From an optimization exercise on the open Yosys and OpenROAD flow, aimed at small area and a short achievable clock period; shortcuts taken in it are not production practice.
Function was checked by simulation only, so behaviour that the tests miss may differ from the original.
In every run shown here, the design's own scripts or RTL, not TritonCTS, make the clock network.
The clock input has no modelled driver; a real chip could not lean on it and would need a root buffer or a full tree.

$ cat design.v
module encoder (
    input clk,
    input rst_n,
    input [31:0] data_in,
    output logic [31:0] data_out
);
    logic [7:0] cnt;              
    logic [7:0] cnt_nxt;
    logic [1:0] u, un;
    logic [5:0] v, vn;
    assign cnt_nxt = (cnt == 8'd254) ? 8'd0 : cnt + 8'd1;
    assign u = cnt[7:6];
    assign v = cnt[5:0];
    assign un = cnt_nxt[7:6];
    assign vn = cnt_nxt[5:0];
    always_ff @(posedge clk) begin
        if (!rst_n) cnt <= 8'd254;
        else cnt <= cnt_nxt;
    end
    logic acc;
    logic [7:0] cnt_nxt2;
    assign cnt_nxt2 = (cnt_nxt == 8'd254) ? 8'd0 : cnt_nxt + 8'd1;
    always_ff @(posedge clk) begin
        if (!rst_n) acc <= 1'b1;
        else acc <= (cnt_nxt2[5:0] < 6'd59) || (cnt_nxt2[5:0] == 6'd59 && cnt_nxt2[7:6] != 2'd3);
    end
    logic [3:0][7:0] enc;
    always_ff @(posedge clk) begin
        enc[3] <= data_in[31:24];
        if (acc) enc[2:0] <= data_in[23:0];
    end
    logic [7:0] el [0:3];
    logic [7:0] cat [0:7];        
    always_comb begin
        for (int s = 0; s < 4; s++) begin
            el[s] = enc[3 - s];
            cat[s] = enc[3 - s];
            cat[s + 4] = data_in[31 - 8 * s -: 8];
        end
    end
    logic [127:0] par;            
    logic [127:0] peff;
    logic [31:0] fb;              
    logic [127:0] mp;
    logic [127:0] pnew;
    logic [3:0][7:0] rot;
    logic [3:0][7:0] rot_d;
    logic ptop_n;
    always_comb begin
        ptop_n = (vn != 6'd0) && (vn <= 6'd59);
        for (int j = 0; j < 4; j++) begin
            rot_d[j] = cat[j + 3 - un];
            if ((j == 0 && vn == 6'd0) || vn > 6'd59) rot_d[j] = 8'd0;
            if (ptop_n) rot_d[j] = rot_d[j] ^ pnew[8 * (15 - j) +: 8];
        end
    end
    always_ff @(posedge clk) begin
        if (!rst_n) rot <= '0;
        else rot <= rot_d;
    end
    logic clr;
    always_ff @(posedge clk) begin
        if (!rst_n) clr <= 1'b1;
        else clr <= (cnt_nxt == 8'd254);
    end
    assign peff[127:64] = par[127:64];
    assign peff[63:0] = clr ? 64'd0 : par[63:0];
    always_comb begin
        for (int e = 0; e < 4; e++)
            fb[8 * e +: 8] = rot[3 - e];
        pnew = {peff[95:0], 32'd0} ^ mp;
    end
    logic [211:0] cx;
    assign cx[0] = fb[4] ^ fb[8];
    assign cx[1] = fb[3] ^ fb[21];
    assign cx[2] = fb[20] ^ fb[31];
    assign cx[3] = fb[9] ^ fb[23];
    assign cx[4] = fb[0] ^ fb[18];
    assign cx[5] = fb[5] ^ fb[28];
    assign cx[6] = fb[7] ^ fb[30];
    assign cx[7] = fb[6] ^ fb[29];
    assign cx[8] = fb[1] ^ fb[19];
    assign cx[9] = fb[16] ^ fb[24];
    assign cx[10] = fb[2] ^ fb[22];
    assign cx[11] = fb[15] ^ fb[25];
    assign cx[12] = fb[10] ^ fb[11];
    assign cx[13] = fb[26] ^ fb[27];
    assign cx[14] = fb[12] ^ fb[13];
    assign cx[15] = fb[14] ^ fb[17];
    assign cx[16] = fb[22] ^ cx[0];
    assign cx[17] = fb[16] ^ cx[3];
    assign cx[18] = cx[1] ^ cx[4];
    assign cx[19] = cx[2] ^ cx[7];
    assign cx[20] = fb[21] ^ cx[8];
    assign cx[21] = fb[10] ^ cx[5];
    assign cx[22] = fb[19] ^ cx[6];
    assign cx[23] = fb[5] ^ cx[14];
    assign cx[24] = fb[23] ^ cx[9];
    assign cx[25] = fb[25] ^ cx[10];
    assign cx[26] = fb[7] ^ fb[15];
    assign cx[27] = fb[17] ^ fb[29];
    assign cx[28] = fb[14] ^ fb[24];
    assign cx[29] = fb[6] ^ cx[15];
    assign cx[30] = fb[12] ^ cx[2];
    assign cx[31] = fb[1] ^ cx[11];
    assign cx[32] = fb[18] ^ cx[1];
    assign cx[33] = fb[3] ^ cx[12];
    assign cx[34] = fb[2] ^ fb[4];
    assign cx[35] = fb[17] ^ cx[7];
    assign cx[36] = fb[8] ^ fb[10];
    assign cx[37] = fb[5] ^ fb[13];
    assign cx[38] = fb[2] ^ cx[0];
    assign cx[39] = fb[9] ^ cx[9];
    assign cx[40] = fb[19] ^ fb[30];
    assign cx[41] = cx[6] ^ cx[8];
    assign cx[42] = cx[0] ^ cx[13];
    assign cx[43] = fb[0] ^ fb[4];
    assign cx[44] = fb[9] ^ fb[16];
    assign cx[45] = fb[11] ^ cx[16];
    assign cx[46] = fb[1] ^ cx[6];
    assign cx[47] = fb[20] ^ fb[27];
    assign cx[48] = fb[26] ^ cx[3];
    assign cx[49] = fb[14] ^ fb[27];
    assign cx[50] = fb[11] ^ fb[31];
    assign cx[51] = fb[28] ^ cx[10];
    assign cx[52] = fb[12] ^ cx[5];
    assign cx[53] = cx[11] ^ cx[22];
    assign cx[54] = fb[6] ^ fb[14];
    assign cx[55] = fb[17] ^ fb[24];
    assign cx[56] = fb[26] ^ fb[30];
    assign cx[57] = fb[20] ^ cx[4];
    assign cx[58] = cx[7] ^ cx[28];
    assign cx[59] = fb[7] ^ fb[28];
    assign cx[60] = fb[20] ^ cx[12];
    assign cx[61] = fb[29] ^ fb[31];
    assign cx[62] = fb[0] ^ cx[1];
    assign cx[63] = fb[3] ^ fb[11];
    assign cx[64] = cx[5] ^ cx[20];
    assign cx[65] = fb[13] ^ cx[21];
    assign cx[66] = cx[3] ^ cx[13];
    assign cx[67] = cx[10] ^ cx[23];
    assign cx[68] = fb[21] ^ cx[4];
    assign cx[69] = fb[18] ^ cx[8];
    assign cx[70] = fb[6] ^ fb[17];
    assign cx[71] = fb[4] ^ cx[27];
    assign cx[72] = fb[8] ^ fb[24];
    assign cx[73] = fb[27] ^ cx[26];
    assign cx[74] = fb[13] ^ cx[13];
    assign cx[75] = fb[27] ^ cx[1];
    assign cx[76] = cx[0] ^ cx[18];
    assign cx[77] = cx[15] ^ cx[40];
    assign cx[78] = cx[3] ^ cx[15];
    assign cx[79] = fb[0] ^ cx[16];
    assign cx[80] = cx[12] ^ cx[24];
    assign cx[81] = fb[7] ^ cx[31];
    assign cx[82] = fb[23] ^ fb[26];
    assign cx[83] = fb[6] ^ cx[28];
    assign cx[84] = fb[21] ^ cx[14];
    assign cx[85] = fb[22] ^ cx[2];
    assign cx[86] = cx[5] ^ cx[14];
    assign cx[87] = fb[17] ^ cx[19];
    assign cx[88] = fb[13] ^ cx[4];
    assign cx[89] = cx[21] ^ cx[66];
    assign cx[90] = fb[3] ^ fb[7];
    assign cx[91] = fb[0] ^ fb[20];
    assign cx[92] = fb[22] ^ cx[17];
    assign cx[93] = cx[29] ^ cx[57];
    assign cx[94] = fb[3] ^ cx[41];
    assign cx[95] = cx[40] ^ cx[49];
    assign cx[96] = fb[12] ^ fb[26];
    assign cx[97] = cx[25] ^ cx[42];
    assign cx[98] = fb[23] ^ cx[27];
    assign cx[99] = fb[2] ^ cx[35];
    assign cx[100] = fb[27] ^ cx[37];
    assign cx[101] = fb[1] ^ cx[21];
    assign cx[102] = fb[11] ^ cx[18];
    assign cx[103] = fb[31] ^ cx[36];
    assign cx[104] = cx[38] ^ cx[52];
    assign cx[105] = fb[1] ^ cx[47];
    assign cx[106] = fb[25] ^ cx[65];
    assign cx[107] = cx[10] ^ cx[24];
    assign cx[108] = cx[22] ^ cx[33];
    assign cx[109] = cx[5] ^ cx[30];
    assign cx[110] = fb[25] ^ cx[50];
    assign cx[111] = fb[10] ^ cx[24];
    assign cx[112] = fb[19] ^ cx[26];
    assign cx[113] = cx[14] ^ cx[16];
    assign cx[114] = fb[0] ^ cx[9];
    assign cx[115] = fb[8] ^ fb[15];
    assign cx[116] = cx[13] ^ cx[17];
    assign cx[117] = fb[11] ^ cx[11];
    assign cx[118] = cx[8] ^ cx[11];
    assign cx[119] = fb[9] ^ cx[20];
    assign cx[120] = fb[11] ^ cx[25];
    assign cx[121] = fb[4] ^ fb[30];
    assign cx[122] = fb[2] ^ cx[2];
    assign cx[123] = cx[43] ^ cx[63];
    assign cx[124] = cx[17] ^ cx[32];
    assign cx[125] = cx[6] ^ cx[39];
    assign cx[126] = cx[68] ^ cx[71];
    assign cx[127] = fb[18] ^ cx[54];
    assign cx[128] = fb[24] ^ cx[56];
    assign cx[129] = cx[11] ^ cx[42];
    assign cx[130] = cx[39] ^ cx[77];
    assign cx[131] = fb[8] ^ cx[25];
    assign cx[132] = fb[12] ^ fb[25];
    assign cx[133] = fb[16] ^ cx[13];
    assign cx[134] = fb[18] ^ cx[36];
    assign cx[135] = cx[2] ^ cx[53];
    assign cx[136] = fb[15] ^ fb[27];
    assign cx[137] = cx[16] ^ cx[61];
    assign cx[138] = cx[11] ^ cx[18];
    assign cx[139] = cx[2] ^ cx[33];
    assign cx[140] = cx[3] ^ cx[55];
    assign cx[141] = fb[8] ^ cx[17];
    assign cx[142] = fb[28] ^ cx[6];
    assign cx[143] = cx[30] ^ cx[76];
    assign cx[144] = fb[3] ^ cx[43];
    assign cx[145] = fb[21] ^ cx[56];
    assign cx[146] = fb[5] ^ fb[24];
    assign cx[147] = fb[14] ^ cx[9];
    assign cx[148] = cx[23] ^ cx[110];
    assign cx[149] = fb[10] ^ cx[47];
    assign cx[150] = fb[28] ^ cx[19];
    assign cx[151] = fb[31] ^ cx[46];
    assign cx[152] = cx[33] ^ cx[49];
    assign cx[153] = fb[19] ^ cx[82];
    assign cx[154] = cx[3] ^ cx[58];
    assign cx[155] = cx[4] ^ cx[5];
    assign cx[156] = fb[24] ^ cx[62];
    assign cx[157] = fb[4] ^ fb[26];
    assign cx[158] = fb[4] ^ cx[67];
    assign cx[159] = fb[15] ^ cx[51];
    assign cx[160] = fb[25] ^ cx[27];
    assign cx[161] = cx[29] ^ cx[32];
    assign cx[162] = cx[7] ^ cx[72];
    assign cx[163] = fb[9] ^ cx[12];
    assign cx[164] = cx[12] ^ cx[130];
    assign cx[165] = fb[16] ^ cx[11];
    assign cx[166] = fb[18] ^ cx[33];
    assign cx[167] = cx[18] ^ cx[53];
    assign cx[168] = fb[21] ^ cx[12];
    assign cx[169] = cx[10] ^ cx[42];
    assign cx[170] = cx[46] ^ cx[51];
    assign cx[171] = cx[31] ^ cx[43];
    assign cx[172] = fb[31] ^ cx[69];
    assign cx[173] = cx[64] ^ cx[88];
    assign cx[174] = cx[15] ^ cx[134];
    assign cx[175] = cx[22] ^ cx[115];
    assign cx[176] = cx[29] ^ cx[156];
    assign cx[177] = fb[29] ^ cx[44];
    assign cx[178] = cx[119] ^ cx[150];
    assign cx[179] = cx[3] ^ cx[41];
    assign cx[180] = cx[0] ^ cx[84];
    assign cx[181] = fb[29] ^ cx[89];
    assign cx[182] = cx[100] ^ cx[154];
    assign cx[183] = cx[17] ^ cx[35];
    assign cx[184] = cx[4] ^ cx[44];
    assign cx[185] = cx[1] ^ cx[2];
    assign cx[186] = cx[6] ^ cx[129];
    assign cx[187] = fb[30] ^ cx[29];
    assign cx[188] = fb[8] ^ cx[107];
    assign cx[189] = cx[36] ^ cx[70];
    assign cx[190] = fb[12] ^ cx[102];
    assign cx[191] = cx[34] ^ cx[125];
    assign cx[192] = cx[1] ^ cx[12];
    assign cx[193] = fb[9] ^ cx[31];
    assign cx[194] = cx[39] ^ cx[59];
    assign cx[195] = fb[28] ^ cx[9];
    assign cx[196] = cx[34] ^ cx[48];
    assign cx[197] = cx[18] ^ cx[26];
    assign cx[198] = cx[20] ^ cx[30];
    assign cx[199] = cx[48] ^ cx[58];
    assign cx[200] = fb[7] ^ cx[45];
    assign cx[201] = cx[67] ^ cx[171];
    assign cx[202] = cx[11] ^ cx[83];
    assign cx[203] = cx[69] ^ cx[90];
    assign cx[204] = cx[6] ^ cx[52];
    assign cx[205] = cx[12] ^ cx[26];
    assign cx[206] = fb[22] ^ cx[78];
    assign cx[207] = cx[8] ^ cx[143];
    assign cx[208] = cx[9] ^ cx[85];
    assign cx[209] = cx[1] ^ cx[46];
    assign cx[210] = fb[13] ^ cx[34];
    assign cx[211] = cx[3] ^ cx[123];
    assign mp[0] = cx[9] ^ cx[95] ^ cx[122] ^ cx[155];
    assign mp[1] = fb[28] ^ cx[62] ^ cx[87] ^ cx[118];
    assign mp[2] = fb[7] ^ cx[13] ^ cx[61] ^ cx[64] ^ cx[79] ^ cx[147];
    assign mp[3] = fb[31] ^ cx[4] ^ cx[7] ^ cx[118] ^ cx[206];
    assign mp[4] = fb[14] ^ fb[31] ^ cx[13] ^ cx[24] ^ cx[26] ^ cx[101];
    assign mp[5] = fb[27] ^ cx[99] ^ cx[117] ^ cx[195];
    assign mp[6] = fb[3] ^ fb[16] ^ cx[4] ^ cx[96] ^ cx[142] ^ cx[160];
    assign mp[7] = fb[30] ^ cx[71] ^ cx[74] ^ cx[172];
    assign mp[8] = fb[6] ^ fb[8] ^ cx[23] ^ cx[112] ^ cx[152] ^ cx[208];
    assign mp[9] = fb[20] ^ cx[17] ^ cx[29] ^ cx[59] ^ cx[117] ^ cx[180];
    assign mp[10] = fb[19] ^ cx[13] ^ cx[44] ^ cx[87] ^ cx[102];
    assign mp[11] = fb[1] ^ fb[13] ^ fb[15] ^ cx[5] ^ cx[50] ^ cx[76] ^ cx[187];
    assign mp[12] = fb[13] ^ cx[38] ^ cx[105] ^ cx[166] ^ cx[177];
    assign mp[13] = cx[62] ^ cx[104] ^ cx[164];
    assign mp[14] = cx[16] ^ cx[23] ^ cx[87] ^ cx[166] ^ cx[193];
    assign mp[15] = cx[22] ^ cx[23] ^ cx[127] ^ cx[168] ^ cx[196];
    assign mp[16] = cx[50] ^ cx[70] ^ cx[88] ^ cx[97] ^ cx[194];
    assign mp[17] = cx[15] ^ cx[132] ^ cx[181] ^ cx[203];
    assign mp[18] = cx[27] ^ cx[36] ^ cx[44] ^ cx[53] ^ cx[85];
    assign mp[19] = fb[4] ^ fb[6] ^ fb[13] ^ fb[21] ^ cx[25] ^ cx[47] ^ cx[111] ^ cx[142];
    assign mp[20] = cx[18] ^ cx[34] ^ cx[182];
    assign mp[21] = cx[16] ^ cx[21] ^ cx[94] ^ cx[202];
    assign mp[22] = fb[5] ^ fb[7] ^ cx[19] ^ cx[114] ^ cx[117] ^ cx[196];
    assign mp[23] = fb[5] ^ cx[9] ^ cx[13] ^ cx[132] ^ cx[189] ^ cx[209];
    assign mp[24] = fb[14] ^ fb[20] ^ fb[23] ^ cx[14] ^ cx[32] ^ cx[120];
    assign mp[25] = fb[15] ^ cx[1] ^ cx[28] ^ cx[113] ^ cx[153];
    assign mp[26] = fb[9] ^ cx[38] ^ cx[136] ^ cx[146] ^ cx[190];
    assign mp[27] = cx[3] ^ cx[9] ^ cx[38] ^ cx[60] ^ cx[64] ^ cx[127];
    assign mp[28] = cx[7] ^ cx[17] ^ cx[37] ^ cx[112] ^ cx[174];
    assign mp[29] = cx[93] ^ cx[163] ^ cx[175];
    assign mp[30] = cx[184] ^ cx[198] ^ cx[205];
    assign mp[31] = cx[10] ^ cx[14] ^ cx[20] ^ cx[55] ^ cx[60];
    assign mp[32] = cx[9] ^ cx[59] ^ cx[76] ^ cx[149];
    assign mp[33] = cx[39] ^ cx[45] ^ cx[64] ^ cx[160];
    assign mp[34] = cx[1] ^ cx[97] ^ cx[183] ^ cx[204];
    assign mp[35] = cx[37] ^ cx[87] ^ cx[92] ^ cx[145];
    assign mp[36] = fb[28] ^ cx[24] ^ cx[85] ^ cx[144] ^ cx[187];
    assign mp[37] = fb[23] ^ fb[31] ^ cx[81] ^ cx[126] ^ cx[146];
    assign mp[38] = fb[5] ^ fb[6] ^ fb[16] ^ cx[56] ^ cx[69] ^ cx[131];
    assign mp[39] = fb[19] ^ cx[66] ^ cx[70] ^ cx[90] ^ cx[122];
    assign mp[40] = cx[8] ^ cx[73] ^ cx[109] ^ cx[211];
    assign mp[41] = cx[7] ^ cx[38] ^ cx[84] ^ cx[91] ^ cx[101];
    assign mp[42] = fb[0] ^ fb[23] ^ cx[19] ^ cx[95] ^ cx[159] ^ cx[180];
    assign mp[43] = fb[29] ^ cx[45] ^ cx[84] ^ cx[95];
    assign mp[44] = fb[13] ^ cx[45] ^ cx[49] ^ cx[94] ^ cx[114];
    assign mp[45] = cx[31] ^ cx[38] ^ cx[78] ^ cx[109] ^ cx[114];
    assign mp[46] = fb[10] ^ fb[26] ^ cx[32] ^ cx[37] ^ cx[99] ^ cx[193];
    assign mp[47] = cx[4] ^ cx[54] ^ cx[108] ^ cx[169];
    assign mp[48] = cx[75] ^ cx[80] ^ cx[137] ^ cx[204];
    assign mp[49] = cx[35] ^ cx[86] ^ cx[92] ^ cx[110] ^ cx[121];
    assign mp[50] = cx[45] ^ cx[74] ^ cx[161] ^ cx[195];
    assign mp[51] = fb[31] ^ cx[138] ^ cx[164];
    assign mp[52] = fb[20] ^ cx[5] ^ cx[13] ^ cx[41] ^ cx[72] ^ cx[98] ^ cx[138];
    assign mp[53] = fb[24] ^ fb[30] ^ cx[4] ^ cx[97] ^ cx[178];
    assign mp[54] = cx[41] ^ cx[131] ^ cx[181] ^ cx[185];
    assign mp[55] = cx[19] ^ cx[51] ^ cx[66] ^ cx[121] ^ cx[192];
    assign mp[56] = fb[30] ^ cx[2] ^ cx[68] ^ cx[80] ^ cx[113];
    assign mp[57] = fb[24] ^ cx[20] ^ cx[148] ^ cx[206];
    assign mp[58] = cx[38] ^ cx[50] ^ cx[145] ^ cx[202];
    assign mp[59] = cx[37] ^ cx[60] ^ cx[124] ^ cx[186];
    assign mp[60] = cx[5] ^ cx[40] ^ cx[74] ^ cx[93] ^ cx[141];
    assign mp[61] = cx[73] ^ cx[174] ^ cx[178];
    assign mp[62] = fb[18] ^ fb[21] ^ cx[51] ^ cx[60] ^ cx[175] ^ cx[177];
    assign mp[63] = fb[22] ^ cx[3] ^ cx[27] ^ cx[30] ^ cx[40] ^ cx[192];
    assign mp[64] = fb[8] ^ cx[15] ^ cx[59] ^ cx[105] ^ cx[120] ^ cx[124];
    assign mp[65] = fb[10] ^ fb[19] ^ cx[71] ^ cx[96] ^ cx[124] ^ cx[159];
    assign mp[66] = fb[14] ^ fb[29] ^ cx[20] ^ cx[106] ^ cx[191];
    assign mp[67] = fb[15] ^ cx[68] ^ cx[89] ^ cx[151] ^ cx[162];
    assign mp[68] = cx[19] ^ cx[32] ^ cx[77] ^ cx[111];
    assign mp[69] = cx[45] ^ cx[55] ^ cx[68] ^ cx[135];
    assign mp[70] = fb[5] ^ fb[25] ^ fb[26] ^ cx[4] ^ cx[92] ^ cx[198];
    assign mp[71] = cx[20] ^ cx[74] ^ cx[91] ^ cx[107] ^ cx[189];
    assign mp[72] = fb[12] ^ cx[118] ^ cx[176] ^ cx[200];
    assign mp[73] = fb[24] ^ cx[48] ^ cx[57] ^ cx[81] ^ cx[158];
    assign mp[74] = fb[23] ^ cx[42] ^ cx[55] ^ cx[67] ^ cx[205];
    assign mp[75] = fb[4] ^ fb[22] ^ cx[73] ^ cx[140] ^ cx[173];
    assign mp[76] = cx[60] ^ cx[98] ^ cx[104] ^ cx[197];
    assign mp[77] = fb[30] ^ cx[7] ^ cx[8] ^ cx[18] ^ cx[23] ^ cx[44] ^ cx[45];
    assign mp[78] = fb[10] ^ cx[2] ^ cx[29] ^ cx[158] ^ cx[179];
    assign mp[79] = cx[37] ^ cx[54] ^ cx[80] ^ cx[122] ^ cx[197];
    assign mp[80] = fb[3] ^ cx[34] ^ cx[52] ^ cx[53] ^ cx[116];
    assign mp[81] = cx[13] ^ cx[19] ^ cx[55] ^ cx[65] ^ cx[144];
    assign mp[82] = fb[2] ^ cx[8] ^ cx[115] ^ cx[190] ^ cx[199];
    assign mp[83] = fb[1] ^ fb[22] ^ cx[65] ^ cx[72] ^ cx[82] ^ cx[91];
    assign mp[84] = fb[11] ^ fb[15] ^ fb[26] ^ cx[0] ^ cx[41] ^ cx[52] ^ cx[58] ^ cx[62];
    assign mp[85] = fb[27] ^ cx[19] ^ cx[125] ^ cx[201];
    assign mp[86] = fb[2] ^ cx[82] ^ cx[106] ^ cx[151] ^ cx[176];
    assign mp[87] = fb[3] ^ fb[18] ^ cx[50] ^ cx[58] ^ cx[81] ^ cx[169];
    assign mp[88] = fb[26] ^ cx[21] ^ cx[54] ^ cx[185] ^ cx[188];
    assign mp[89] = cx[11] ^ cx[75] ^ cx[183] ^ cx[200];
    assign mp[90] = cx[30] ^ cx[161] ^ cx[191];
    assign mp[91] = cx[59] ^ cx[93] ^ cx[153] ^ cx[165] ^ cx[210];
    assign mp[92] = cx[35] ^ cx[51] ^ cx[73] ^ cx[111] ^ cx[172];
    assign mp[93] = fb[2] ^ fb[25] ^ fb[28] ^ cx[22] ^ cx[57] ^ cx[63] ^ cx[98];
    assign mp[94] = fb[29] ^ cx[128] ^ cx[207];
    assign mp[95] = cx[2] ^ cx[25] ^ cx[100] ^ cx[119] ^ cx[121];
    assign mp[96] = fb[9] ^ fb[26] ^ cx[6] ^ cx[79] ^ cx[83] ^ cx[86];
    assign mp[97] = fb[0] ^ cx[81] ^ cx[103] ^ cx[182];
    assign mp[98] = fb[16] ^ cx[12] ^ cx[201];
    assign mp[99] = fb[17] ^ cx[170] ^ cx[211];
    assign mp[100] = fb[3] ^ cx[88] ^ cx[103] ^ cx[170] ^ cx[199];
    assign mp[101] = cx[11] ^ cx[34] ^ cx[61] ^ cx[152] ^ cx[179];
    assign mp[102] = fb[15] ^ cx[33] ^ cx[34] ^ cx[109] ^ cx[128];
    assign mp[103] = cx[0] ^ cx[7] ^ cx[75] ^ cx[148];
    assign mp[104] = cx[25] ^ cx[27] ^ cx[39] ^ cx[57] ^ cx[108];
    assign mp[105] = fb[17] ^ fb[25] ^ cx[56] ^ cx[80] ^ cx[207];
    assign mp[106] = fb[10] ^ cx[23] ^ cx[43] ^ cx[61] ^ cx[133] ^ cx[209];
    assign mp[107] = cx[0] ^ cx[19] ^ cx[44] ^ cx[49] ^ cx[106] ^ cx[203];
    assign mp[108] = fb[22] ^ cx[5] ^ cx[32] ^ cx[54] ^ cx[157] ^ cx[165];
    assign mp[109] = fb[5] ^ fb[23] ^ cx[35] ^ cx[79] ^ cx[112] ^ cx[133];
    assign mp[110] = cx[46] ^ cx[47] ^ cx[70] ^ cx[141] ^ cx[155];
    assign mp[111] = fb[18] ^ cx[20] ^ cx[99] ^ cx[103] ^ cx[194];
    assign mp[112] = fb[25] ^ cx[7] ^ cx[48] ^ cx[108] ^ cx[113] ^ cx[147];
    assign mp[113] = cx[2] ^ cx[12] ^ cx[23] ^ cx[78] ^ cx[186];
    assign mp[114] = fb[27] ^ cx[5] ^ cx[24] ^ cx[137] ^ cx[167];
    assign mp[115] = fb[1] ^ fb[7] ^ cx[15] ^ cx[86] ^ cx[139];
    assign mp[116] = cx[10] ^ cx[36] ^ cx[48] ^ cx[167];
    assign mp[117] = cx[8] ^ cx[79] ^ cx[116] ^ cx[139];
    assign mp[118] = cx[104] ^ cx[105] ^ cx[140] ^ cx[168];
    assign mp[119] = cx[25] ^ cx[32] ^ cx[86] ^ cx[162] ^ cx[163];
    assign mp[120] = fb[17] ^ cx[17] ^ cx[75] ^ cx[135] ^ cx[210];
    assign mp[121] = cx[15] ^ cx[18] ^ cx[21] ^ cx[157] ^ cx[208];
    assign mp[122] = fb[8] ^ cx[10] ^ cx[19] ^ cx[37] ^ cx[46] ^ cx[63] ^ cx[184];
    assign mp[123] = cx[14] ^ cx[31] ^ cx[83] ^ cx[149];
    assign mp[124] = fb[28] ^ cx[2] ^ cx[77] ^ cx[116] ^ cx[123];
    assign mp[125] = cx[9] ^ cx[30] ^ cx[101] ^ cx[126] ^ cx[136];
    assign mp[126] = fb[30] ^ cx[35] ^ cx[120] ^ cx[173];
    assign mp[127] = fb[14] ^ fb[18] ^ cx[19] ^ cx[94] ^ cx[96] ^ cx[188];
    always_ff @(posedge clk) begin
        par <= pnew;
    end
    logic [3:0] msg;
    logic [7:0] tw [0:19];
    logic [31:0] dnext;
    always_comb begin
        for (int i = 0; i < 4; i++) tw[i] = par[8 * (15 - i) +: 8];
        for (int i = 0; i < 16; i++) tw[i + 4] = pnew[8 * (15 - i) +: 8];
        for (int s = 0; s < 4; s++) begin
            msg[s] = (v <= 6'd58) || (v == 6'd59 && s < 3 - u) || (v == 6'd63 && s >= 3 - u);
            dnext[31 - 8 * s -: 8] = msg[s] ? el[s] : tw[s + u + 1];
        end
    end
    always_ff @(posedge clk) begin
        data_out <= dnext;
    end
endmodule
$ cat flow/run.sh
#!/bin/bash
# Standard layout, except: the synthesis maps with flow/abc_speed.script,
# the clock tree is flow/ctree.tcl's two-level tree, the ports get plain
# buffers, timing repair aims below the period, and the wire capacitance
# the placement-stage timing estimates use is scaled up by 1.3 (closer to
# the extracted values).
set -euo pipefail
rm -rf scripts_local
cp -r "$FLOW_HOME/scripts" scripts_local
cp flow/abc_speed.script scripts_local/abc_speed.script
sed -i 's|^log_cmd clock_tree_synthesis .*|source $::env(CTREE_TCL)|' scripts_local/cts.tcl
grep -q CTREE_TCL scripts_local/cts.tcl
python3 - "$FLOW_HOME/platforms/sky130hd/setRC.tcl" 1.3 > setRC_scaled.tcl <<'PY'
import re, sys
s = open(sys.argv[1]).read()
k = float(sys.argv[2])
print(re.sub(r'-capacitance ([0-9.Ee+-]+)', lambda m: '-capacitance %g' % (float(m.group(1)) * k), s))
PY
export LAYER_PARASITICS_FILE=$PWD/setRC_scaled.tcl
export CTREE_TCL=$PWD/flow/ctree.tcl
export CTREE_LEAF=20
export CTREE_BUF_LEAF=sky130_fd_sc_hd__clkbuf_16
export CTREE_BUF_TOP=sky130_fd_sc_hd__clkbuf_16
export SCRIPTS_DIR=$PWD/scripts_local
export BUFFER_PORTS_ARGS="-buffer_cell sky130_fd_sc_hd__buf_2"
export SETUP_SLACK_MARGIN=10.15
bash standard.sh > standard.log 2>&1
$ cat flow/abc_speed.script
strash
&get -n
&dch -f
&nf -R 1000 -p
&put
topo
stime -c
$ cat flow/ctree.tcl
# Two-level clock tree in place of clock_tree_synthesis: the clock port drives
# one buffer per quadrant of the clock sinks, and each of those drives the
# leaf buffers of its quadrant (at most CTREE_LEAF sinks per leaf).
set ct_block [ord::get_db_block]
set ct_dbu [$ct_block getDbUnitsPerMicron]
set ct_buf_leaf [expr {[info exists ::env(CTREE_BUF_LEAF)] ? $::env(CTREE_BUF_LEAF) : "sky130_fd_sc_hd__clkbuf_16"}]
set ct_buf_top [expr {[info exists ::env(CTREE_BUF_TOP)] ? $::env(CTREE_BUF_TOP) : "sky130_fd_sc_hd__clkbuf_16"}]
set ct_leaf [expr {[info exists ::env(CTREE_LEAF)] ? $::env(CTREE_LEAF) : 20}]

proc ct_centroid {pts} {
  set sx 0.0; set sy 0.0
  foreach p $pts { set sx [expr {$sx + [lindex $p 1]}]; set sy [expr {$sy + [lindex $p 2]}] }
  set n [llength $pts]
  return [list [expr {$sx / $n}] [expr {$sy / $n}]]
}
# split {pin x y} items into k near-equal parts along x (idx 1) or y (idx 2)
proc ct_split {pts k idx} {
  set s [lsort -real -index $idx $pts]
  set n [llength $s]
  set out {}
  for {set i 0} {$i < $k} {incr i} {
    lappend out [lrange $s [expr {($n * $i) / $k}] [expr {($n * ($i + 1)) / $k - 1}]]
  }
  return $out
}
proc ct_span {pts idx} {
  set l [lsort -real -index $idx $pts]
  return [expr {[lindex $l end $idx] - [lindex $l 0 $idx]}]
}
proc ct_um {v} { return [expr {$v / double($::ct_dbu)}] }

set ct_sinks {}
foreach p [get_pins -of_objects [get_nets clk]] {
  lassign [[sta::sta_to_db_pin $p] getAvgXY] ok x y
  lappend ct_sinks [list $p $x $y]
}
puts "ctree: [llength $ct_sinks] clock sinks"

set ct_quads {}
foreach half [ct_split $ct_sinks 2 1] {
  foreach q [ct_split $half 2 2] { lappend ct_quads $q }
}
set qi 0
foreach q $ct_quads {
  set nleaf [expr {int(ceil([llength $q] / double($ct_leaf)))}]
  set idx [expr {[ct_span $q 1] > [ct_span $q 2] ? 1 : 2}]
  set leafxy {}
  set li 0
  foreach g [ct_split $q $nleaf $idx] {
    set pins {}
    foreach p $g { lappend pins [lindex $p 0] }
    lassign [ct_centroid $g] cx cy
    set bname "ctree_leaf_${qi}_${li}"
    insert_buffer -buffer_cell $ct_buf_leaf -net clk -load_pins $pins \
      -location [list [ct_um $cx] [ct_um $cy]] \
      -buffer_name $bname -net_name "ctree_net_leaf_${qi}_${li}"
    lappend leafxy [list x $cx $cy]
    incr li
  }
  # insert_buffer adds a number to the names: find this quadrant's leaves
  set leafpins {}
  foreach p [get_pins -of_objects [get_nets clk]] {
    if {[string match "ctree_leaf_${qi}_*" [get_full_name $p]]} { lappend leafpins $p }
  }
  if {$li == 1} { incr qi; continue }
  lassign [ct_centroid $leafxy] cx cy
  insert_buffer -buffer_cell $ct_buf_top -net clk -load_pins $leafpins \
    -location [list [ct_um $cx] [ct_um $cy]] \
    -buffer_name "ctree_q_${qi}" -net_name "ctree_net_q_${qi}"
  incr qi
}
foreach net [$ct_block getNets] {
  if {[string match ctree_net_* [$net getName]]} { $net setSigType CLOCK }
}
[$ct_block findNet clk] setSigType CLOCK
set_propagated_clock [all_clocks]
puts "ctree: clock port drives [llength [get_pins -of_objects [get_nets clk]]] pins"
$ cat standard.sh
#!/bin/bash
# synth_recipe.tcl (not shown) runs the flow's synth.tcl, then flattens the netlist and writes it again
# the make line also repeats each setting of config.mk as NAME=value (left out here)
make -C /OpenROAD-flow-scripts/flow DESIGN_CONFIG=/design/flow/config.mk WORK_HOME=/design/flow/orfs CLKGATE_MAP_FILE= SYNTH_SCRIPT=/design/flow/synth_recipe.tcl "${@:-finish}"
$ cat config.mk
export PLATFORM = sky130hd
export DESIGN_NAME = encoder
export DESIGN_NICKNAME = encoder
export VERILOG_FILES = /design/flow/design.v
export SDC_FILE = /design/flow/constraint.sdc
export NUM_CORES = 8
export LEC_CHECK = 0
export CAP_MARGIN = 20
export CORE_MARGIN = 2
export CORE_UTILIZATION = 65
export PLACE_DENSITY = 0.85
export SLEW_MARGIN = 20
$ cat constraint.sdc
create_clock -name core_clock -period 14.0 [get_ports {clk}]
set_input_delay 2.8000 -clock core_clock [delete_from_list [all_inputs] [get_ports {clk}]]
set_output_delay 2.8000 -clock core_clock [all_outputs]
set_load 0.01 [all_outputs]
==> impl_metrics.tcl, run 1 <==
set metrics [dict create \
    status "finished clean" \
    arrival_ps 800 \
    gp_congestion 1.10 \
    drt_iter0_drc 2293 \
    syn_nets 1540 \
    final_util 0.751 \
    grt_usage 0.433 \
    worst_pin_slew_ps 1020 \
    critPathCaptureType "output port" \
    port_buffers 65 \
    area_growth_pct 12.7 \
    crit_slowest_cell "dfxtp_1" \
    hold_viol 0 \
    period_needed_ps 3600 \
    dieArea_mm2 0.0237 \
    post_cts_buffers 0 \
    fin_skew_ps 30.3 \
    slew_headroom 0.316 \
    grt_pass1_wl_um 76400 \
    critPathKind "flop to output port" \
    ant_nets 0 \
    antenna_found_initial 0 \
    path_cells "buf_2" \
    yosysSeqAreaShare 0.325 \
    clk_latency_ps 310 \
    place_ws_ps 9860 \
    yosys.area.top_type "xnor2_1" \
    netlist_area_mm2 0.0146 \
    synth_seq_cells 226 \
    path_max_fanout 1 \
    yosysTopAreaCellShare 0.371 \
    ctsResizeCount 4 \
    drive_gt1_frac 0.113 \
    coreArea_mm2 0.0220 \
    die_w_um 154 \
    ctsHoldBuffers 0 \
    cp.buffers_inverters 1 \
    synthCells 1501 \
    rows 54 \
    syn-mean-instance-area_um2 9.75 \
    grt_max_degree 50 \
    wl_per_cell_um 26.9 \
    diodes 0 \
    cp_top_family "flip-flops" \
    seq_area_mm2 0.00477 \
    synth_cell_types 29 \
    drc 0 \
    first_pass_iters 8 \
    hpwl_um 38600 \
    max_stage_delay_ps 370 \
    clkTransAtPathRegs_ps 80 \
    fin_nets 1703 \
    min_path_type "flop to flop" \
    start_util 0.667 \
    vias 12300 \
    via_per_inst 6.36 \
    worstPathRequired_ps 11200 \
    die_h_um 154 \
    synth_area_leaders "xnor2_1, dfxtp_1, xor2_1" \
    wirelength_um 52200 \
    rsz0062_at_grt "true" \
    fin_tns_setup_ps 0 \
    fill_cells 1649 \
    multiInputGateArea_mm2 0.0100 \
    drv_cap 0 \
    post-route-period-util 0.257 \
    grt_overflow 0 \
    fmax_mhz 278 \
    io_pins 66 \
    setup_viol 0 \
    startpoint_type "flop" \
    ys_warn_count 4 \
    drv_slew 0 \
    setup_slack_ps 10400 \
    grt_pass1_vias 11800 \
]
==> cells by family after synthesis <==
family | after synthesis | share of synthesized area
xor gates and xnor gates | 817 | 0.489
and+or+nand+nor | 260 | 0.0814
DFF | 226 | 0.325
AOI/OAI and AO/OA | 189 | 0.0991
adders and majority gates | 5 | 0.00427
buffers and inverters | 4 | 0.00103
==> final cells by class, without the clock buffers <==
class / instances / share of cell area
tap: 280 / 0.0212
sequential: 226 / 0.289
inverter: 4 / 0.000910
timing repair buffer: 145 / 0.0563
multi-input combinational: 1271 / 0.608
==> cell usage in the layout, fill, tap and decap left out, drive strengths merged, types with 2 or more instances in the layout <==
cell | synthesis | final
a21oi | 16 | 16
a22oi | 18 | 18
a31oi | 57 | 57
nand3 | 5 | 5
and2 | 3 | 3
clkbuf | 0 | 16
a222oi | 45 | 45
and3 | 4 | 4
or2 | 2 | 2
nand2 | 123 | 123
ha | 5 | 5
o21ai | 6 | 6
dfxtp | 202 | 202
edfxtp | 24 | 24
nand2b | 26 | 26
xnor2 | 620 | 620
nor2 | 50 | 50
xor2 | 197 | 197
buf | 0 | 145
nor3 | 2 | 2
a22o | 34 | 34
clkinv | 4 | 4
nor2b | 43 | 43
a211oi | 8 | 8
==> Yosys cell counts, drive strengths merged <==
master and instances:
o211ai 1, xor2 197, a22o 34, clkinv 4, a22oi 18, a211oi 8, nand2b 26, and3 4
nor2b 43, o21ai 6, o31a 1, nor2 50, dfxtp 202, nand3 5, o2111ai 1, a21oi 16
nor3b 1, a31oi 57, nand4bb 1, ha 5, a222oi 45, or2 2, nor3 2, and2 3
edfxtp 24, xnor2 620, nand2 123, o41ai 1, a21o 1
==> stage by stage <==
stage	hold slack, ps	instances	instance area (um^2)
6_report	482	1942	16500
5_1_grt	509	1942	16500
4_1_cts	487	1942	16400
3_5_place_dp	471	1926	16000
3_3_place_gp	470	1926	16000
2_1_floorplan	460	1501	14600
==> path summary, 6_finish.rpt <==
| path | from | cells after the start | end | slack [ps] |
|---|---|---|---|---|
| worst max-delay path | data_out[7] | 1 | data_out[7] | 10400 |
| worst min-delay path | par[37] | 2 | par[69] | 480 |
| worst max register to register | rot[28] | 11 | rot[10] | 10460 |
| worst min register to register | par[37] | 2 | par[69] | 480 |
==> layer usage <==
layer	global-route usage	up-vias	part of all wire
met5	0	-	0
met4	0.216	0	0.067
met3	0.102	215	0.13
met2	0.643	945	0.42
met1	0.591	5832	0.38
li1	-	5351	-
==> worst min-delay path, stage by stage, from the launching register on <==
cell and delay [ps]:
dfxtp_1 300, nand2b_1 70, xnor2_1 70
==> state kept, by name (all words and copies together), names as in the netlist <==
name	flops
par	120
data_out	32
enc	32
rot	32
cnt	8
acc	1
clr	1
==> run 2: changes to the inputs <==
--- a/config.mk
+++ b/config.mk
@@ -10,3 +10,3 @@
 export CORE_UTILIZATION = 65
-export PLACE_DENSITY = 0.85
+export GPL_TIMING_DRIVEN = 0
 export SLEW_MARGIN = 20
==> run 2 against run 1 <==
Net effect: still clean on timing, DRC and antenna; cell count shrank 2.1%; die area is the same; highest routed layer unchanged.
==> impl_metrics.tcl, run 2 <==
set metrics [dict create \
    status "finished clean" \
    clkTransAtPathRegs_ps 90 \
    worst_pin_slew_ps 1040 \
    post-route-period-util 0.258 \
    synth_commonest_cells "xnor2_1, dfxtp_1, xor2_1, nand2_1, a31oi_1" \
    gp_congestion 1.07 \
    wl_per_cell_um 27.1 \
    grt_max_degree 50 \
    min_path_cells 2 \
    syn-mean-instance-area_um2 9.75 \
    worst_r2r_endpoint "data_out[23]" \
    synth_ff_type "dfxtp_1" \
    grt_usage 0.428 \
    clk_latency_ps 310 \
    antenna_found_initial 1 \
    worstPathRequired_ps 14160 \
    grt_overflow 0 \
    max_stage_delay_ps 600 \
    path_cells "xor2_2 -> buf_8 -> xor2_2 -> xor2_2 -> xnor2_1 -> xnor2_2 -> a222oi_1 -> a31oi_1" \
    fin_skew_ps 28.7 \
    rows 54 \
    die_w_um 154 \
    path_max_fanout 8 \
    die_h_um 154 \
    rsz0062_at_grt "true" \
    drc 0 \
    hold_viol 0 \
    reg2reg_from "rot[31]" \
    synth_seq_cells 226 \
    period_needed_ps 3620 \
    grt_pass1_wl_um 75300 \
    fin_tns_setup_ps 0 \
    ant_nets 0 \
    setup_viol 0 \
    dp.cells 1872 \
    drt_iter0_drc 2012 \
    mostFrequentLayoutCells "xnor2_1, xor2_1, dfxtp_1, nand2_1, buf_2" \
    rrSetupSlack_ps 10390 \
    setup_slack_ps 10390 \
    drv_cap 0 \
    layout_commonest_cell "xnor2_1" \
    start_util 0.667 \
    synthCells 1501 \
    io_pins 66 \
    synth-edff-count 24 \
    crit_top_cell "xor2_2" \
    wirelength_um 51600 \
    port_buffers 65 \
    arrival_ps 3780 \
    diodes 0 \
    yosysTopAreaCellShare 0.371 \
    vias 12300 \
    yosys.area.top_type "xnor2_1" \
    syn_nets 1540 \
    first_pass_iters 13 \
    hpwl_um 38000 \
    drive_gt1_frac 0.140 \
    startpoint_type "flop" \
    drv_slew 0 \
    hold_path_end "par[79]" \
    fin_nets 1663 \
    coreArea_mm2 0.0220 \
    synth.most_common_cell "xnor2_1" \
    via_per_inst 6.47 \
    ctsHoldBuffers 0 \
    critPathCaptureType "flop" \
    async_flop_share 0 \
    place_area_mm2 0.0161 \
    dieArea_mm2 0.0237 \
    largest_register "par" \
    largest_register_ffs 120 \
    min_path_type "flop to flop" \
    fmax_mhz 277 \
    final_cells 1902 \
    fin_area_mm2 0.0170 \
    ys_warn_count 4 \
    r2r_cells 8 \
    synth_cell_types 29 \
    min_from "par[47]" \
    slew_headroom 0.299 \
    netlist_area_mm2 0.0146 \
    crit_slowest_cell "dfxtp_2" \
    yosysSeqAreaShare 0.325 \
    place_ws_ps 9770 \
    synth_area_leaders "xnor2_1, dfxtp_1, xor2_1" \
    critPathKind "flop to flop" \
    area_growth_pct 16.1 \
    grt_pass1_vias 11600 \
]
## run 2: worst max-delay path by stage
stage | start | end | slack [ps] | cells after the start
2_1_floorplan | cnt[6] | rot[0] | 10370 | 8
3_3_place_gp | rot[29] | data_out[11] | 7640 | 8
3_5_place_dp | rst_n | rot[0] | 9770 | 3
4_1_cts | rot[30] | data_out[15] | 10130 | 7
5_1_grt | rot[30] | data_out[7] | 10080 | 7
6_report | rot[31] | data_out[23] | 10390 | 8
## run 2: cells by family (layout without fill, tap and decap cells)
family,count (synthesis),after routing,synth area share
compound gates,189,189,0.0991
buf+inv,4,125,0.00103
xor+xnor,817,817,0.489
fa+ha+maj,5,5,0.00427
simple gates,260,260,0.0814
flops,226,226,0.325
## run 2: area by class of cell, without the clock buffers
cell class / count / area [um^2]
tap: 280 / 350
fill: 1568 / 4970
multi-input combinational: 1271 / 10600
timing repair buffer: 105 / 861
inverter: 4 / 15.0
sequential: 226 / 4810
## run 2: stage by stage
stage	util	hold slack, ps
2_1_floorplan	-	460
3_3_place_gp	0.698	472
3_5_place_dp	0.735	483
4_1_cts	0.762	500
5_1_grt	0.774	517
6_report	0.774	486
## run 2: timing repair
item	CTS	global route
setup buffers	0	14
pin swaps	0	3
gates resized for setup	45	21
endpoints found under the setup margin	62	54
gates cloned	0	0
## run 2: critical path, delay by kind of cell (launching register included)
| family | cells | cell delay (ps) |
|---|---|---|
| XOR/XNOR | 5 | 2050 |
| flip-flops | 1 | 600 |
| AO/OA/AOI/OAI | 2 | 600 |
| buffers and inverters | 1 | 220 |
## run 2: per-layer routing
layer | wire length [um] | track usage | vias to the layer above
met4 | 3200 | 0.189 | 0
met2 | 22100 | 0.654 | 967
met3 | 7030 | 0.0992 | 241
met1 | 19300 | 0.579 | 5832
met5 | 0 | 0 | -
li1 | - | - | 5259
==> run 3: changes to the inputs <==
--- a/flow/run.sh
+++ b/flow/run.sh
@@ -25,3 +25,3 @@
 export BUFFER_PORTS_ARGS="-buffer_cell sky130_fd_sc_hd__buf_2"
-export SETUP_SLACK_MARGIN=10.15
+export SETUP_SLACK_MARGIN=10.2
 bash standard.sh > standard.log 2>&1
--- a/config.mk
+++ b/config.mk
@@ -9,4 +9,3 @@
 export CORE_MARGIN = 2
-export CORE_UTILIZATION = 65
-export GPL_TIMING_DRIVEN = 0
+export CORE_UTILIZATION = 70
 export SLEW_MARGIN = 20
==> run 3 against run 2 <==
Net effect: synthesized cell count unchanged; critical endpoint is now data_out[7]; hold slack better by 6.7 ps.
==> impl_metrics.tcl, run 3 <==
set metrics [dict create \
    wirelength_um 52500 \
    rrSetupSlack_ps 10420 \
    critPathCaptureType "output port" \
    worstPathRequired_ps 11200 \
    synthCells 1501 \
    grt_overflow 0 \
    fin_tns_setup_ps 0 \
    largest_register_ffs 120 \
    vias 12700 \
    cp_num_cells 1 \
    yosys.area.top_type "xnor2_1" \
    final_util 0.809 \
    worst_r2r_endpoint "rot[10]" \
    antenna_found_initial 2 \
    post-route-period-util 0.257 \
    syn_nets 1540 \
    reg2reg_from "rot[28]" \
    grt_max_degree 50 \
    io_pins 66 \
    min_path_cells 2 \
    synth_commonest_cells "xnor2_1, dfxtp_1, xor2_1, nand2_1, a31oi_1" \
    hpwl_um 37700 \
    ant_nets 0 \
    cp_top_family "flip-flops" \
    rows 52 \
    async_flop_share 0 \
    critPathKind "flop to output port" \
    synth.most_common_cell "xnor2_1" \
    gp_congestion 1.11 \
    worst_pin_slew_ps 1010 \
    min_path_type "flop to flop" \
    clk_latency_ps 310 \
    slew_headroom 0.321 \
    yosysTopAreaCellShare 0.371 \
    grt_pass1_wl_um 77400 \
    fin_nets 1699 \
    via_per_inst 6.60 \
    dieArea_mm2 0.0221 \
    fmax_mhz 278 \
    rsz0062_at_grt "true" \
    wl_per_cell_um 27.2 \
    cp.buffers_inverters 1 \
    max_stage_delay_ps 350 \
    synth_cell_types 29 \
    drt_iter0_drc 2471 \
    clkTransAtPathRegs_ps 90 \
    dp.cells 1912 \
    fin_skew_ps 23.9 \
    final_cells 1929 \
    coreArea_mm2 0.0204 \
    crit_slowest_cell "dfxtp_1" \
    drc 0 \
    synth-edff-count 24 \
    syn-mean-instance-area_um2 9.75 \
    first_pass_iters 10 \
    hold_viol 0 \
    grt_usage 0.472 \
    min_from "par[47]" \
    drv_slew 0 \
    setup_viol 0 \
    grt_pass1_vias 12300 \
    startpoint_type "flop" \
    die_w_um 149 \
    period_needed_ps 3590 \
    netlist_area_mm2 0.0146 \
    arrival_ps 790 \
    status "finished clean" \
    largest_register "par" \
    synth_area_leaders "xnor2_1, dfxtp_1, xor2_1" \
    synth_ff_type "dfxtp_1" \
    yosysSeqAreaShare 0.325 \
    drv_cap 0 \
    die_h_um 149 \
    startpoint "data_out[7]" \
    ctsHoldBuffers 0 \
    path_max_fanout 1 \
    area_growth_pct 12.5 \
    drive_gt1_frac 0.113 \
    port_buffers 65 \
    mostFrequentLayoutCells "xnor2_1, dfxtp_1, xor2_1, nand2_1, buf_4" \
    fill_cells 1368 \
    r2r_cells 9 \
    hold_path_end "par[79]" \
    ys_warn_count 4 \
    start_util 0.719 \
    layout_commonest_cell "xnor2_1" \
    synth_seq_cells 226 \
    path_cells "buf_2" \
]
==> run 3: cell counts after synthesis <==
No cell type changed its count.
==> run 3: cells by family after synthesis <==
family / synth area share
AO/OA/AOI/OAI: 0.0991
flip-flops: 0.325
buffers and inverters: 0.00103
adder cells (fa/ha/maj): 0.00427
XOR/XNOR: 0.489
AND/OR/NAND/NOR: 0.0814
==> run 3: per-layer routing <==
layer	GRT usage	up-vias	share of wire
met4	0.243	0	0.071
met5	0	-	0
met2	0.702	1150	0.41
met1	0.626	5936	0.36
li1	-	5343	-
met3	0.136	298	0.15
==> run 3: how the worst max path moves through the flow <==
stage                  endpoint  slack [ps]
detailed placement       rot[2]        9920
global placement         rot[4]        9900
finish              data_out[7]       10410
floorplan                rot[0]       10370
CTS                     rot[10]       10060
global route            rot[10]       10050
==> run 3: cell type report, without the clock buffers <==
| cell class | count | area [um^2] | share of cell area |
|---|---|---|---|
| well taps | 270 | 338 | 0.0205 |
| repair buffers | 141 | 898 | 0.0545 |
| flip-flops and latches | 226 | 4770 | 0.289 |
| diodes | 1 | 2.50 | 0.000152 |
| multi-input cells | 1271 | 10100 | 0.610 |
| inverters | 4 | 15.0 | 0.000911 |
==> run 3: repair_timing <==
item,in CTS,in global routing
cloned,0,0
setup buffers,0,0
gates resized for setup,5,13
setup endpoints to repair,27,20
pin swaps,0,1
==> run 3: per-stage QoR <==
stage / hold WS [ps] / setup WS [ps] / instance area (um^2)
6_report: 493 / 10410 / 16500
5_1_grt: 532 / 10050 / 16500
4_1_cts: 502 / 10060 / 16400
3_5_place_dp: 481 / 9920 / 15900
3_3_place_gp: 467 / 9900 / 15900
2_1_floorplan: 460 / 10370 / 14600
==> run 4: changes to the inputs <==
--- a/flow/run.sh
+++ b/flow/run.sh
@@ -22,3 +22,3 @@
 export CTREE_BUF_LEAF=sky130_fd_sc_hd__clkbuf_16
-export CTREE_BUF_TOP=sky130_fd_sc_hd__clkbuf_16
+export CTREE_BUF_TOP=sky130_fd_sc_hd__clkbuf_8
 export SCRIPTS_DIR=$PWD/scripts_local
--- a/config.mk
+++ b/config.mk
@@ -9,3 +9,3 @@
 export CORE_MARGIN = 2
-export CORE_UTILIZATION = 70
+export CORE_UTILIZATION = 65
 export SLEW_MARGIN = 20
==> run 4 against run 3 <==
Net effect: still clean on timing, DRC and antenna; synthesized area unchanged; clock skew up 1.8 ps; global-route usage shrank 5.3 points; flip-flop and latch count unchanged; first-iteration DRC count shrank 18%; maximum frequency decreased by 0.21%; worst setup slack got worse by 7.7 ps; utilization down 6.0 points; critical path type unchanged.
==> impl_metrics.tcl, run 4 <==
set metrics [dict create \
    start_util 0.667 \
    slew_headroom 0.317 \
    grt_usage 0.419 \
    coreArea_mm2 0.0220 \
    grt_max_degree 50 \
    fin_skew_ps 25.7 \
    arrival_ps 800 \
    fill_cells 1667 \
    syn_nets 1540 \
    ant_nets 0 \
    synth_ff_type "dfxtp_1" \
    critPathKind "flop to output port" \
    clk_latency_ps 330 \
    status "finished clean" \
    drc 0 \
    min_from "par[47]" \
    via_per_inst 6.36 \
    async_flop_share 0 \
    dp.cells 1923 \
    ys_warn_count 4 \
    hpwl_um 37900 \
    diodes 0 \
    drt_iter0_drc 2027 \
    dieArea_mm2 0.0237 \
    fmax_mhz 278 \
    wirelength_um 50800 \
    drv_cap 0 \
    synth.most_common_cell "xnor2_1" \
    grt_pass1_wl_um 74000 \
    post-route-period-util 0.257 \
    final_cells 1939 \
    yosysSeqAreaShare 0.325 \
    worstPathRequired_ps 11200 \
    drive_gt1_frac 0.116 \
    crit_slowest_cell "dfxtp_1" \
    vias 12300 \
    die_h_um 154 \
    gp_congestion 1.11 \
    cp_top_family "flip-flops" \
    die_w_um 154 \
    min_path_cells 2 \
    rows 54 \
    syn-mean-instance-area_um2 9.75 \
    largest_register "par" \
    fin_nets 1700 \
    synth_area_leaders "xnor2_1, dfxtp_1, xor2_1" \
    synth_commonest_cells "xnor2_1, dfxtp_1, xor2_1, nand2_1, a31oi_1" \
    mostFrequentLayoutCells "xnor2_1, dfxtp_1, xor2_1, nand2_1, buf_4" \
    yosys.area.top_type "xnor2_1" \
    synth_seq_cells 226 \
    r2r_cells 8 \
    critPathCaptureType "output port" \
    path_cells "buf_2" \
    startpoint "data_out[31]" \
    wl_per_cell_um 26.2 \
    port_buffers 65 \
    setup_slack_ps 10400 \
    io_pins 66 \
    post_cts_buffers 0 \
    layout_commonest_cell "xnor2_1" \
    max_stage_delay_ps 350 \
    cp.buffers_inverters 1 \
    antenna_found_initial 1 \
    synth_cell_types 29 \
    fin_tns_setup_ps 0 \
    clkTransAtPathRegs_ps 90 \
    setup_viol 0 \
    synth-edff-count 24 \
    cp_num_cells 1 \
    rsz0062_at_grt "false" \
    synthCells 1501 \
    yosysTopAreaCellShare 0.371 \
    largest_register_ffs 120 \
    place_ws_ps 9880 \
    area_growth_pct 12.4 \
    hold_slack_ps 494 \
    netlist_area_mm2 0.0146 \
    worst_pin_slew_ps 1020 \
    startpoint_type "flop" \
    min_path_type "flop to flop" \
    drv_slew 0 \
    grt_overflow 0 \
    path_max_fanout 1 \
    reg2reg_from "rot[23]" \
    hold_viol 0 \
    first_pass_iters 10 \
    grt_pass1_vias 11700 \
    period_needed_ps 3600 \
]
run 4: layer usage:
| layer | GRT usage | wire (um) | part of all wire |
|---|---|---|---|
| met5 | 0 | 10 | 0.00020 |
| met4 | 0.162 | 2800 | 0.055 |
| met3 | 0.109 | 7150 | 0.14 |
| met2 | 0.645 | 21400 | 0.42 |
| met1 | 0.564 | 19400 | 0.38 |
run 4: logic make-up (layout without fill, tap and decap cells):
| logic type | after synthesis | in the layout | synth area share |
|---|---|---|---|
| XOR/XNOR | 817 | 817 | 0.489 |
| buffers and inverters | 4 | 162 | 0.00103 |
| flip-flops | 226 | 226 | 0.325 |
| adder cells (fa/ha/maj) | 5 | 5 | 0.00427 |
| AO/OA/AOI/OAI | 189 | 189 | 0.0991 |
| AND/OR/NAND/NOR | 260 | 260 | 0.0814 |
run 4: worst paths after layout:
kind	endpoint	slack, ps
worst max-delay path	data_out[31]	10400
worst min-delay path	par[79]	490
worst max register to register	data_out[1]	10520
worst min register to register	par[79]	490
run 4: what timing repair did:
item                       CTS  global route
hold endpoints to repair     0             0
setup endpoints to repair   23            37
cloned                       0             0
resized for setup            8            15
hold buffers                 0             0
run 4: worst min-delay path: stages, from the launching register on:
cell and delay (ps):
dfxtp_1 310, nand2b_1 80, xnor2_1 70
run 4: cell type report, without the clock buffers:
type / instances / area [um^2] / share of cell area
inverter: 4 / 15.0 / 0.000913
multi-input combinational: 1271 / 10100 / 0.611
sequential: 226 / 4770 / 0.290
tap: 280 / 350 / 0.0213
timing repair buffer: 142 / 906 / 0.0551
run 4: per-stage QoR:
step | util | cell area [um^2]
2_1_floorplan | - | 14600
3_3_place_gp | 0.726 | 15900
3_5_place_dp | 0.726 | 15900
4_1_cts | 0.745 | 16400
5_1_grt | 0.749 | 16400
6_report | 0.749 | 16400
==> run 5: changes to the inputs <==
--- a/flow/run.sh
+++ b/flow/run.sh
@@ -25,3 +25,3 @@
 export BUFFER_PORTS_ARGS="-buffer_cell sky130_fd_sc_hd__buf_2"
-export SETUP_SLACK_MARGIN=10.2
+export SETUP_SLACK_MARGIN=10.25
 bash standard.sh > standard.log 2>&1
--- a/config.mk
+++ b/config.mk
@@ -10,2 +10,3 @@
 export CORE_UTILIZATION = 65
+export GPL_TIMING_DRIVEN = 0
 export SLEW_MARGIN = 20
==> run 5 against run 4 <==
Net effect: still clean on timing, DRC and antenna; synthesized area did not move; first-iteration DRC count increased by 7.2%; hold slack got worse by 5.5 ps; cell count shrank 1.6%; routed wire length increased by 2.5%; synthesized cell count did not move; sequential share of layout area shrank 0.80 points; critical endpoint is now data_out[23]; largest cell class unchanged; highest routed layer unchanged.
==> impl_metrics.tcl, run 5 <==
set metrics [dict create \
    grt_pass1_wl_um 75300 \
    place_area_mm2 0.0161 \
    largest_register "par" \
    path_max_fanout 8 \
    final_util 0.777 \
    via_per_inst 6.48 \
    grt_usage 0.428 \
    drv_cap 0 \
    vias 12400 \
    dieArea_mm2 0.0237 \
    fin_tns_setup_ps 0 \
    fin_nets 1668 \
    hold_viol 0 \
    port_buffers 65 \
    synth_fa_ha_area_frac 0.00427 \
    coreArea_mm2 0.0220 \
    drv_slew 0 \
    slew_headroom 0.315 \
    worst_r2r_endpoint "data_out[23]" \
    fmax_mhz 279 \
    synth_compound_area_frac 0.0991 \
    worstPathRequired_ps 14180 \
    mostFrequentLayoutCells "xnor2_1, xor2_1, dfxtp_1, nand2_1, buf_2" \
    ys_warn_count 4 \
    io_pins 66 \
    layout_commonest_cell "xnor2_1" \
    critPathKind "flop to flop" \
    synthCells 1501 \
    startpoint_type "flop" \
    synth_top_family_by_area "XOR/XNOR gates" \
    start_util 0.667 \
    first_pass_iters 10 \
    yosysTopAreaCellShare 0.371 \
    min_from "par[47]" \
    synth_commonest_cells "xnor2_1, dfxtp_1, xor2_1, nand2_1, a31oi_1" \
    die_w_um 154 \
    drive_gt1_frac 0.148 \
    yosys.area.top_type "xnor2_1" \
    clkTransAtPathRegs_ps 90 \
    syn_nets 1540 \
    max_stage_delay_ps 600 \
    yosys.area_share.simple 0.0814 \
    die_h_um 154 \
    min_path_type "flop to flop" \
    crit_slowest_cell "dfxtp_2" \
    grt_overflow 0 \
    reg2reg_from "rot[31]" \
    r2r_cells 8 \
    drc 0 \
    gp_congestion 1.07 \
    fin_skew_ps 34.7 \
    critPathCaptureType "flop" \
    wirelength_um 52000 \
    synth.most_common_cell "xnor2_1" \
    clk_latency_ps 340 \
    period_needed_ps 3580 \
    synth_cell_types 29 \
    path_cells "xor2_2 -> buf_8 -> xor2_2 -> xor2_2 -> xnor2_1 -> xnor2_2 -> a222oi_1 -> a31oi_1" \
    drt_iter0_drc 2172 \
    syn-mean-instance-area_um2 9.75 \
    ant_nets 0 \
    rrSetupSlack_ps 10420 \
    synth_mux_area_frac 0 \
    post-route-period-util 0.256 \
    synth_ff_type "dfxtp_1" \
    area_growth_pct 16.5 \
    grt_pass1_vias 11600 \
    min_path_cells 2 \
    arrival_ps 3770 \
    async_flop_share 0 \
    status "finished clean" \
    synthXorXnorAreaFrac 0.489 \
    largest_register_ffs 120 \
    antenna_found_initial 2 \
    setup_viol 0 \
    hpwl_um 38000 \
    worst_pin_slew_ps 1020 \
    synth_seq_cells 226 \
    wl_per_cell_um 27.3 \
    synth-edff-count 24 \
    synth_area_leaders "xnor2_1, dfxtp_1, xor2_1" \
    yosysSeqAreaShare 0.325 \
    crit_top_cell "xor2_2" \
    grt_max_degree 50 \
    hold_path_end "par[79]" \
    netlist_area_mm2 0.0146 \
    fin_area_mm2 0.0171 \
    rows 54 \
    rsz0062_at_grt "true" \
]
==> run 5: stage by stage <==
stage	instances	hold slack, ps	setup slack (ps)
5_1_grt	1907	517	10150
6_report	1908	488	10420
4_1_cts	1890	499	10250
3_3_place_gp	1846	472	7640
2_1_floorplan	1501	460	10370
3_5_place_dp	1872	483	9770
==> run 5: critical path: cells and delay by family (launching register included) <==
family / cells / cell delay [ps]
flops: 1 / 600
compound gates: 2 / 640
buf+inv: 1 / 220
xor+xnor: 5 / 1970
==> run 5: worst max path at each step <==
| stage | from | end |
|---|---|---|
| finish | rot[31] | data_out[23] |
| global route | rot[31] | data_out[23] |
| CTS | rot[8] | data_out[23] |
| detailed placement | rst_n | rot[0] |
| global placement | rot[29] | data_out[11] |
| floorplan | cnt[6] | rot[0] |
==> run 5: cell type report, without the clock buffers <==
type	instances	area, um^2
Tap cell	280	350
Sequential cell	226	4810
Fill cell	1550	4900
Timing Repair Buffer	109	903
Multi-Input combinational cell	1272	10600
Inverter	4	15.0
Antenna cell	1	2.50
==> run 5: cells by family after synthesis <==
logic type | Yosys count
buffers and inverters | 4
DFF | 226
AOI/OAI and AO/OA | 189
adders and majority gates | 5
and+or+nand+nor | 260
xor gates and xnor gates | 817
==> run 5: layer usage <==
metal  up-vias  global-route usage  part of all wire
met3       224              0.0919              0.13
met5         -                   0           0.00023
met2       983               0.664              0.43
li1       5276                   -                 -
met4         2               0.180             0.061
met1      5872               0.582              0.38
==> run 5: timing repair <==
item                       in CTS  in global routing
hold buffers                    0                  0
resized for setup              55                 21
setup endpoints to repair      71                 53
buffers inserted                2                 16
pin swaps                       1                  5
gates cloned                    0                  1

[separate check: timing with driven ports]
Ports are ideal in the flow. The routed layouts listed here were re-timed in OpenROAD. Step 1, drivers: a clkbuf_16 drives clk and a buf_2 each remaining input, both assumed. Step 2 also shifts input and output timing later by t, the mid clock arrival at the registers, as if the neighbouring blocks saw the same clock. Three values: no drivers, after step 1, after step 2; two values: the first two.
| run | shift t [ns] | setup WS [ns] | clock arrival spread, ns | worst register clock-pin slew, ns |
|---|---|---|---|---|
| run 1 | 0.413 | 10.403 / 10.288 / 10.108 | 0.030 / 0.031 | 0.10 / 0.10 |
| run 2 | 0.407 | 10.385 / 10.332 / 10.101 | 0.031 / 0.032 | 0.09 / 0.09 |
| run 3 | 0.420 | 10.405 / 10.285 / 10.129 | 0.024 / 0.024 | 0.10 / 0.10 |
| run 4 | 0.424 | 10.398 / 10.293 / 10.123 | 0.026 / 0.026 | 0.10 / 0.10 |
| run 5 | 0.415 | 10.416 / 10.328 / 10.085 | 0.035 / 0.035 | 0.09 / 0.09 |
After both steps setup and hold are still met in every run listed. For run 5, which loses most, drivers alone change the setup slack by -0.088 ns; drivers and shift together by -0.331 ns.
